Background: an optimization exercise with open tools, aiming at small area and a short achievable clock period. Do not read the settings as production practice.
In this exercise RTL edits were held to simulation tests only and were not proved equivalent to the original.
Power figures rest on the tool's default switching activity, not on a simulated workload.

==> inputs of trial 6 <==
// conv_1_control
module conv_1_control #(
    parameter
        AXI_HP_BIT   = 64,
        ADDR_WIDTH   = 14,
        DATA_WIDTH   = 16,
        ROW_WIDTH    = 10,
        COLUMN_WIDTH = 9,
        MAC_WIDTH    = DATA_WIDTH + DATA_WIDTH,
        OUT_WIDTH    = MAC_WIDTH + 4
)(
    input  wire                    clk,
    input  wire                    reset,
    input  wire                    sudo_reset,
    input  wire                    conv1_en,
    output wire                    conv1_done,
    input  wire [9:0]              in_row,
    input  wire [9:0]              in_column,
    input  wire [11:0]             input_channel,
    input  wire [11:0]             output_channel,
    output reg                     in_rd_en,
    output wire [ADDR_WIDTH:0]     in_rd_addr,
    input  wire [AXI_HP_BIT-1:0]   in_rd_data,
    output reg                     we_rd_en,
    output wire [ADDR_WIDTH-1:0]   we_rd_addr,
    input  wire [AXI_HP_BIT-1:0]   we_rd_data,
    output reg                     out_wr_en,
    output wire [ADDR_WIDTH-1:0]   out_wr_addr,
    output wire [AXI_HP_BIT-1:0]   out_wr_data
);
Settings: LEC_CHECK=0, CAP_MARGIN=10, CORE_MARGIN=2, CORE_UTILIZATION=65, SLEW_MARGIN=10, SYNTH_HIERARCHICAL=1, BUFFER_PORTS_ARGS=-buffer_cell sky130_fd_sc_hd__buf_1, CTS_ARGS=-sink_clustering_enable -repair_clock_nets -dont_use_dummy_load -buf_list {sky130_fd_sc_hd__clkbuf_8 sky130_fd_sc_hd__clkbuf_16} -sink_clustering_size 24 -sink_clustering_max_diameter 80; clock period 140.0 ns.
standard.sh (not shown) runs the stock make flow with config.mk's settings and CLKGATE_MAP_FILE= SYNTH_SCRIPT=/design/flow/synth_recipe.tcl, a recipe that flattens the netlist after the stock synthesis.
==> flow/flow/run.sh <==
#!/bin/bash
# Layout flow: the standard flow (standard.sh, which also runs the
# standard synthesis) with two changes to how the layout is made:
#  - the port buffers are the smallest buffer cell (buf_1);
#  - the clock tree uses clkbuf_8/clkbuf_16, larger sink clusters and no
#    dummy loads.
# standard.sh's output goes to standard.log; ORFS keeps each step's log
# under orfs/logs/.
set -euo pipefail
cat >> config.mk <<'EOC'
export BUFFER_PORTS_ARGS = -buffer_cell sky130_fd_sc_hd__buf_1
export CTS_ARGS = -sink_clustering_enable -repair_clock_nets -dont_use_dummy_load -buf_list {sky130_fd_sc_hd__clkbuf_8 sky130_fd_sc_hd__clkbuf_16} -sink_clustering_size 24 -sink_clustering_max_diameter 80
EOC
bash standard.sh > standard.log 2>&1
==> build 61: changes against trial 6 <==
--- a/flow/flow/run.sh
+++ b/flow/flow/run.sh
@@ -9,6 +9,6 @@
 set -euo pipefail
 cat >> config.mk <<'EOC'
 export BUFFER_PORTS_ARGS = -buffer_cell sky130_fd_sc_hd__buf_1
-export CTS_ARGS = -sink_clustering_enable -repair_clock_nets -dont_use_dummy_load -buf_list {sky130_fd_sc_hd__clkbuf_8 sky130_fd_sc_hd__clkbuf_16} -sink_clustering_size 24 -sink_clustering_max_diameter 80
+export CTS_ARGS = -sink_clustering_enable -repair_clock_nets -dont_use_dummy_load -buf_list {sky130_fd_sc_hd__clkbuf_16} -sink_clustering_size 30 -sink_clustering_max_diameter 90
 EOC
 bash standard.sh > standard.log 2>&1
Settings changed: CORE_UTILIZATION 65 to 50, CTS_ARGS -sink_clustering_enable -repair_clock_nets -dont_use_dummy_load -buf_list {sky130_fd_sc_hd__clkbuf_8 sky130_fd_sc_hd__clkbuf_16} -sink_clustering_size 24 -sink_clustering_max_diameter 80 to -sink_clustering_enable -repair_clock_nets -dont_use_dummy_load -buf_list {sky130_fd_sc_hd__clkbuf_16} -sink_clustering_size 30 -sink_clustering_max_diameter 90.
==> comparison table <==
                                                                 build 61          trial 6
Outcome                                  no timing/DRC/antenna violations  no timing/DRC/antenna violations
GRT Total Usage                                                     0.274            0.343
Cell count after placement                                          2,491            2,360
Number of global-route vias before repair                          16,092           16,477
Average vias per placed instance                                     6.29             6.81
Met2 Use GR                                                         0.435            0.539
Footprint of the multi-input gates                           0.0135 sq mm     0.0135 sq mm
# Taps                                                                525              396
Proportion of total power due to net switching                      0.429            0.432
Total met3 wirelength after detailed routing                      5510 um          6070 um
Width of the chip                                                  204 um           180 um
CORE AREA                                                    0.0397 sq mm     0.0305 sq mm
Static Leakage                                                    8.15 nW          8.18 nW
Total power divided by cell area                             18.4 mW/mm^2     19.0 mW/mm^2
Clock distribution area overhead in the final layout               0.0181           0.0216
Total inserted antenna cells                                            1                4
Worst Tran Pin Value                                              1190 ps          1260 ps
Number of rows in the core area                                        73               64
Final design area excluding fillers                          0.0221 sq mm     0.0220 sq mm
Worst setup endpoint                                      out_wr_data[18]  out_wr_data[17]
Portion of total power attributed to the clock network              0.115            0.123
Net switching power                                              0.175 mW         0.181 mW
Final core utilization                                              0.557            0.722
Number of buffers added by the clock tree synthesis step               16               19

## re-timing with driven ports
No port has a modelled driver above. Below, the same layouts with a new extraction and two added sets of constraints.
Step 1 sets driving cells, clkbuf_16 on the clock port and buf_2 on the other inputs (assumed; they add their load-dependent delay and slew).
Step 2 adds t to the input delays and takes it off the output delays; t is the mean of the earliest and latest rising clock arrival at the registers after step 1. Input paths then give back, and output paths get back, about the clock's delay inside the block.
Slacks: ideal ports / drivers / drivers and shift; pairs: ideal ports / drivers.
run	shift t [ns]	slack for setup (ns)	hold WS [ns]	worst register clock-pin slew, ns	cell pins on the clock port's net
trial 6	0.561	110.819 / 110.768 / 110.772	0.503 / 0.503 / 0.503	0.09 / 0.09	1
build 61	0.573	110.805 / 110.748 / 110.910	0.501 / 0.501 / 0.501	0.12 / 0.12	1
After both steps setup and hold are still met in every run listed. For trial 6, which loses most, drivers alone change the setup slack by -0.051 ns; drivers and shift together by -0.047 ns.
